Context: an optimization exercise on an open-source flow, tuned for small area, a short achievable clock period and few clock cycles per item. The choices shown serve that exercise and are no tape-out recipe. Function was checked by simulation only, so behaviour that the tests miss may differ from the original.

## decimal_to_bcd
module decimal_to_bcd #(
    parameter INPUT_WIDTH = 14,
    parameter DECIMAL_DIGITS = 4
)(
    input wire clk_i,
    input wire rst_i,
    input wire start_i,
    input wire [INPUT_WIDTH-1 : 0] binary_i,
    output reg [DECIMAL_DIGITS*4-1 : 0] bcd_o,
    output reg done_o
);
Size: ~220 cells after synthesis, ~18 flip-flops, about 34 I/O pins, roughly 1500 sq um of cells after synthesis.
==> flow/config.mk <==
export PLATFORM = sky130hd
export DESIGN_NAME = decimal_to_bcd
export DESIGN_NICKNAME = decimal_to_bcd
export VERILOG_FILES = /design/flow/design.v
export SDC_FILE = /design/flow/constraint.sdc
export NUM_CORES = 4
export LEC_CHECK = 0
export ABC_AREA = 1
export CAP_MARGIN = 20
export CORE_MARGIN = 2
export CORE_UTILIZATION = 40
export SLEW_MARGIN = 20
==> flow/constraint.sdc <==
create_clock -name core_clock -period 10.0 [get_ports {clk_i}]
set_input_delay 2.0000 -clock core_clock [delete_from_list [all_inputs] [get_ports {clk_i}]]
set_output_delay 2.0000 -clock core_clock [all_outputs]
set_load 0.01 [all_outputs]
standard.sh (not shown) runs the stock make flow with config.mk's settings and CLKGATE_MAP_FILE= SYNTH_SCRIPT=/design/flow/synth_recipe.tcl, a recipe that flattens the netlist after the stock synthesis.
==> flow/flow/run.sh <==
#!/bin/bash
# Own layout flow: the standard layout (standard.sh), changed in three ways:
#  - synthesis is ORFS's own synth script (standard.sh synth) with ORFS's ABC
#    area script swapped for flow/abc_area.script; only the combinational
#    mapping changes, the registers and their names are the standard ones;
#  - the port buffers use the smallest buffer instead of the default cell;
#  - clock tree synthesis uses clkbuf_4 cells and no dummy load cell.
# Each make run writes its full output to a log file here (ORFS also keeps
# its per-step logs under orfs/logs).
set -euo pipefail
W=$(pwd)
BUF=sky130_fd_sc_hd__buf_1
CTS="-sink_clustering_enable -repair_clock_nets -dont_use_dummy_load -root_buf sky130_fd_sc_hd__clkbuf_4 -buf_list sky130_fd_sc_hd__clkbuf_4 -sink_clustering_size 30 -sink_clustering_max_diameter 500"
rm -rf "$W/scripts_mod"
cp -r "$FLOW_HOME/scripts" "$W/scripts_mod"
cp "$W/flow/abc_area.script" "$W/scripts_mod/abc_area.script"
bash standard.sh SCRIPTS_DIR="$W/scripts_mod" ABC_AREA=1 synth > "$W/synth.log" 2>&1
bash standard.sh "BUFFER_PORTS_ARGS=-buffer_cell $BUF" "CTS_ARGS=$CTS" finish > "$W/layout.log" 2>&1
==> flow/flow/abc_area.script <==
strash
&get -n
&dch -f
&nf -R 1000
&put
topo
buffer -c
upsize -c
dnsize -c
Testbench counts at the start, summed over its fixed seeds: cycles 2,048, items 2,048.
Change:
==> flow/flow/abc_area.script (replaced) <==
strash
&get -n
&dch -f
&nf -p -C 32 -F 8 -R 1000
&put
topo
buffer -c
upsize -c
dnsize -c
Result: Cell count decreases by 3.6%; core utilization drops by 0.25 points; die area came out lower by 2.1%; non-clock buffer count is unchanged; clock-buffer cell count stays the same; routed wire length is higher by 4.9%; flip-flop and latch count is unchanged; synthesized area shrinks by 2.3%.
Change:
--- a/flow/flow/run.sh
+++ b/flow/flow/run.sh
@@ -18 +18,4 @@
-bash standard.sh "BUFFER_PORTS_ARGS=-buffer_cell $BUF" "CTS_ARGS=$CTS" finish > "$W/layout.log" 2>&1
+ARGS=("BUFFER_PORTS_ARGS=-buffer_cell $BUF" "CTS_ARGS=$CTS")
+bash standard.sh "${ARGS[@]}" cts > "$W/layout_cts.log" 2>&1
+bash standard.sh "${ARGS[@]}" SETUP_SLACK_MARGIN=5.8 SETUP_MOVE_SEQUENCE=sizeup,swap SKIP_GATE_CLONING=1 SKIP_LAST_GASP=1 grt > "$W/layout_grt.log" 2>&1
+bash standard.sh "${ARGS[@]}" finish > "$W/layout.log" 2>&1
==> flow/flow/abc_area.script (replaced) <==
strash
&get -n
&dch -f
&nf -R 1000
&put
topo
dnsize -c
Result:
- The changed run completed without violations
- cell count goes up by 3.1%
- worst hold slack gets better by 0.0041 ns
- sequential share of layout area shrinks by 3.3 points
- via count rises by 5.5%
Change:
--- a/flow/flow/run.sh
+++ b/flow/flow/run.sh
@@ -18,4 +18 @@
-ARGS=("BUFFER_PORTS_ARGS=-buffer_cell $BUF" "CTS_ARGS=$CTS")
-bash standard.sh "${ARGS[@]}" cts > "$W/layout_cts.log" 2>&1
-bash standard.sh "${ARGS[@]}" SETUP_SLACK_MARGIN=5.8 SETUP_MOVE_SEQUENCE=sizeup,swap SKIP_GATE_CLONING=1 SKIP_LAST_GASP=1 grt > "$W/layout_grt.log" 2>&1
-bash standard.sh "${ARGS[@]}" finish > "$W/layout.log" 2>&1
+bash standard.sh "BUFFER_PORTS_ARGS=-buffer_cell $BUF" "CTS_ARGS=$CTS" finish > "$W/layout.log" 2>&1
==> flow/flow/abc_area.script (replaced) <==
strash
dch -f
&get -n
&dch -f
&nf -R 1000
&put
topo
dnsize -c
Wire length shrinks by 15%.
Sequential cell count does not change.
Cell area shrinks by about 20%.
Change:
==> flow/flow/abc_area.script (replaced) <==
strash
&get -n
&dch -f
&nf -R 1000
&put
topo
dnsize -c
=> The changed run completed with no timing, DRC or antenna violations; synthesized area decreases by about 1%; via count increases by 1.7%; global-route usage is higher by 0.58 points.

========
try-lagoon:
The RTL this note starts from:
==> flow/design.v <==
`timescale 1ns / 1ps
module decimal_to_bcd #(
    parameter INPUT_WIDTH = 14,
    parameter DECIMAL_DIGITS = 4
)(
    input wire clk_i,
    input wire rst_i,
    input wire start_i,
    input wire [INPUT_WIDTH-1 : 0] binary_i,
    output reg [DECIMAL_DIGITS*4-1 : 0] bcd_o,
    output reg done_o
);
function [3:0] dstep;
    input [2:0] q;
    input c;
    begin
        dstep[3] = q[2] | (c & q[1]);
        dstep[2] = (~c & q[1]) | (c & q[0] & ~q[2]) | (~q[0] & q[2]);
        dstep[1] = (~c & q[0] & ~q[2]) | (c & q[0] & q[2]);
        dstep[0] = (c & ~q[1] & ~q[2]) | (~c & q[2]);
    end
endfunction
function [3:0] tobcd;
    input [2:0] q;
    input c;
    begin
        tobcd[3] = (~q[0] & q[2]);
        tobcd[2] = q[1] | (q[0] & q[2]);
        tobcd[1] = q[0];
        tobcd[0] = c;
    end
endfunction
function [15:0] front;
    input [13:0] b;
    reg [11:0] q;
    reg [3:0] h, c, t;
    integer i, j;
    begin
        q = 12'd0;
        h = 4'd0;
        for (i = 0; i < 9; i = i + 1) begin
            c = {h[2:0], b[13 - i]};
            for (j = 0; j < 4; j = j + 1) begin
                t = dstep(q[j*3 +: 3], c[j]);
                q[j*3 +: 3] = t[2:0];
                h[j] = t[3];
            end
        end
        c = {h[2:0], b[4]};
        for (j = 0; j < 4; j = j + 1)
            front[j*4 +: 4] = {q[j*3 +: 3], c[j]};
    end
endfunction
function [15:0] back;
    input [19:0] m;
    reg [11:0] q;
    reg [3:0] h, c, t;
    integer i, j;
    begin
        for (j = 0; j < 4; j = j + 1) begin
            t = dstep(m[4 + j*4 + 1 +: 3], m[4 + j*4]);
            q[j*3 +: 3] = t[2:0];
            h[j] = t[3];
        end
        for (i = 0; i < 3; i = i + 1) begin
            c = {h[2:0], m[3 - i]};
            for (j = 0; j < 4; j = j + 1) begin
                t = dstep(q[j*3 +: 3], c[j]);
                q[j*3 +: 3] = t[2:0];
                h[j] = t[3];
            end
        end
        c = {h[2:0], m[0]};
        for (j = 0; j < 4; j = j + 1)
            back[j*4 +: 4] = tobcd(q[j*3 +: 3], c[j]);
    end
endfunction
wire [15:0] front_w = front(binary_i);
reg  [16:0] mid;
always @(posedge clk_i) begin
    mid <= {front_w[12], front_w[11], front_w[10], front_w[9], front_w[8], front_w[7], front_w[6], front_w[5], front_w[4], front_w[3], front_w[2], front_w[1], front_w[0], binary_i[3:0]};
end
always @(posedge clk_i or posedge rst_i) begin
    if (rst_i) done_o <= 1'b0;
    else       done_o <= start_i;
end
wire [19:0] midx = {1'b0, 1'b0, 1'b0, mid[16], mid[15], mid[14], mid[13], mid[12], mid[11], mid[10], mid[9], mid[8], mid[7], mid[6], mid[5], mid[4], mid[3:0]};
always @(*) bcd_o = back(midx);
endmodule
clock: 10.0 ns
lec_check: 0
abc_area: 1
cap_margin: 20
core_margin: 2
core_utilization: 40
slew_margin: 20
==> flow/flow/run.sh <==
#!/bin/bash
# Own layout flow: the standard layout (standard.sh), changed in three ways:
#  - synthesis is ORFS's own synth script (standard.sh synth) with ORFS's ABC
#    area script swapped for flow/abc_area.script; only the combinational
#    mapping changes, the registers and their names are the standard ones;
#  - the port buffers use the smallest buffer instead of the default cell;
#  - clock tree synthesis uses clkbuf_4 cells and no dummy load cell.
# Each make run writes its full output to a log file here (ORFS also keeps
# its per-step logs under orfs/logs).
set -euo pipefail
W=$(pwd)
BUF=sky130_fd_sc_hd__buf_1
CTS="-sink_clustering_enable -repair_clock_nets -dont_use_dummy_load -root_buf sky130_fd_sc_hd__clkbuf_4 -buf_list sky130_fd_sc_hd__clkbuf_4 -sink_clustering_size 30 -sink_clustering_max_diameter 500"
rm -rf "$W/scripts_mod"
cp -r "$FLOW_HOME/scripts" "$W/scripts_mod"
cp "$W/flow/abc_area.script" "$W/scripts_mod/abc_area.script"
bash standard.sh SCRIPTS_DIR="$W/scripts_mod" ABC_AREA=1 synth > "$W/synth.log" 2>&1
bash standard.sh "BUFFER_PORTS_ARGS=-buffer_cell $BUF" "CTS_ARGS=$CTS" finish > "$W/layout.log" 2>&1
==> flow/flow/abc_area.script <==
strash
&get -n
&dch -f
&nf -R 1000
&put
topo
buffer -c
upsize -c
dnsize -c
try-lagoon | stages: all done | timing, DRC, antenna: all pass
Testbench counts of try-lagoon, summed over its fixed seeds: cycles 2,048, items 2,048.
The following lists how try-sierra was set up differently from try-lagoon:
diff --git a/flow/flow/run.sh b/flow/flow/run.sh
--- a/flow/flow/run.sh
+++ b/flow/flow/run.sh
@@ -18 +18 @@
-bash standard.sh "BUFFER_PORTS_ARGS=-buffer_cell $BUF" "CTS_ARGS=$CTS" finish > "$W/layout.log" 2>&1
+bash standard.sh "BUFFER_PORTS_ARGS=-buffer_cell $BUF" "CTS_ARGS=$CTS" SETUP_SLACK_MARGIN=5.6 SETUP_MOVE_SEQUENCE=sizeup,swap SKIP_GATE_CLONING=1 SKIP_LAST_GASP=1 finish > "$W/layout.log" 2>&1
Diff try-lagoon -> try-sierra | required time at the worst-slack endpoint | increase of 2.16 ns
From try-sierra to try-lagoon, total congestion overflow did not move at all.
Going from try-lagoon to try-sierra, netlist area before placement now sits at about the same level, total length of routed wires grew by 11%, flip-flop and latch count stayed essentially flat.
Inputs modified between try-sierra and try-nickel:
# try-sierra
export LEC_CHECK = 0
export ABC_AREA = 1
export CAP_MARGIN = 20
export CORE_MARGIN = 2
export CORE_UTILIZATION = 40
export SLEW_MARGIN = 20
create_clock -name core_clock -period 10.0 [get_ports {clk_i}]
# try-nickel
export LEC_CHECK = 0
export ABC_AREA = 1
export CAP_MARGIN = 20
export CORE_MARGIN = 2
export CORE_UTILIZATION = 60
export PLACE_DENSITY = 0.75
export SLEW_MARGIN = 20
create_clock -name core_clock -period 10.0 [get_ports {clk_i}]
diff --git a/flow/flow/run.sh b/flow/flow/run.sh
--- a/flow/flow/run.sh
+++ b/flow/flow/run.sh
@@ -18 +18 @@
-bash standard.sh "BUFFER_PORTS_ARGS=-buffer_cell $BUF" "CTS_ARGS=$CTS" SETUP_SLACK_MARGIN=5.6 SETUP_MOVE_SEQUENCE=sizeup,swap SKIP_GATE_CLONING=1 SKIP_LAST_GASP=1 finish > "$W/layout.log" 2>&1
+bash standard.sh "BUFFER_PORTS_ARGS=-buffer_cell $BUF" "CTS_ARGS=$CTS" finish > "$W/layout.log" 2>&1
Notes after the runs:
- From try-sierra to try-nickel the numbers moved as follows: minimum period implied by the final worst setup slack increased 0.16 ns; count of clock-net buffers in the final layout level.
- Area growth from synthesis to layout: try-nickel vs try-sierra down 24 points
- Per the comparison of try-nickel with try-sierra, core utilization of the finished layout increased 16 points; filler-free cell count of the finished design went down 20.
- Looking at critical path endpoint, the mid[11]$_DFF_P_ result is from try-nickel; the mid[7]$_DFF_P_ one comes from try-sierra.
- try-nickel completed; timing, DRC and antenna clean
- Standard cell with the maximum stage delay on the critical path: sky130_fd_sc_hd__a221oi_4 -> try-sierra, sky130_fd_sc_hd__a21oi_1 -> try-nickel
Changes in try-harbor relative to try-nickel:
# try-nickel
export LEC_CHECK = 0
export ABC_AREA = 1
export CAP_MARGIN = 20
export CORE_MARGIN = 2
export CORE_UTILIZATION = 60
export PLACE_DENSITY = 0.75
export SLEW_MARGIN = 20
create_clock -name core_clock -period 10.0 [get_ports {clk_i}]
# try-harbor
export LEC_CHECK = 0
export ABC_AREA = 1
export CAP_MARGIN = 20
export CORE_MARGIN = 2
export CORE_UTILIZATION = 40
export GPL_TIMING_DRIVEN = 1
export SLEW_MARGIN = 20
create_clock -name core_clock -period 10.0 [get_ports {clk_i}]
Findings:
Going from try-nickel to try-harbor, violation count after the first detailed-routing iteration moved down; area added between synthesis and finish moved up; die area moved up; worst setup slack moved down; via count of the first global-routing pass moved down. For try-nickel, the library cell contributing the largest single delay on the critical path was sky130_fd_sc_hd__a21oi_1, unlike try-harbor, where it was sky130_fd_sc_hd__o31ai_1. The tightest slew margin relative to the limit on try-nickel is in line with that on try-harbor. The routed metal-1 wire length was comparable across try-harbor and try-nickel. Delta(data arrival time at the worst-slack endpoint, try-harbor - try-nickel) < 0. Looking only at minimum clock period, and setting everything else aside, the lower value of try-harbor and try-nickel goes to try-nickel.

## separate check: timing with driven ports
Ports are ideal in the flow. The routed layouts listed here were re-timed in OpenROAD. Step 1: set_driving_cell puts a clkbuf_16 on clk_i and a buf_2 on each other input, an assumption about the parent block. Step 2 adds t to the input delays and takes it off the output delays; t is the mean of the earliest and latest rising clock arrival at the registers after step 1. Input paths then give back, and output paths get back, about the clock's delay inside the block. a / b / c = no drivers / after step 1 / after step 2; a / b = the first two.
run	shift t [ns]	setup slack, ns	worst setup path after step 2	clock arrival spread, ns	cell pins on the clock port's net
the first run of note 1	0.296	5.535 / 5.513 / 5.493	input to register	0.014 / 0.014	1
the second run of note 1	0.301	5.490 / 5.469 / 5.676	input to register	0.009 / 0.009	1
the third run of note 1	0.297	5.697 / 5.686 / 5.389	input to register	0.014 / 0.013	1
the fourth run of note 1	0.296	5.394 / 5.376 / 5.367	input to register	0.013 / 0.013	1
the fifth run of note 1	0.295	5.513 / 5.512 / 5.220	input to register	0.010 / 0.010	1
try-lagoon	0.296	5.348 / 5.327 / 5.086	input to register	0.012 / 0.012	1
try-sierra	0.290	5.511 / 5.483 / 5.192	input to register	0.011 / 0.011	1
try-nickel	0.305	5.355 / 5.335 / 5.051	input to register	0.006 / 0.006	1
try-harbor	0.296	5.348 / 5.327 / 5.086	input to register	0.012 / 0.012	1
After both steps setup and hold are still met in every run listed. The setup slack of try-sierra, which loses most, moves by -0.028 ns with the drivers and by -0.319 ns with both steps.
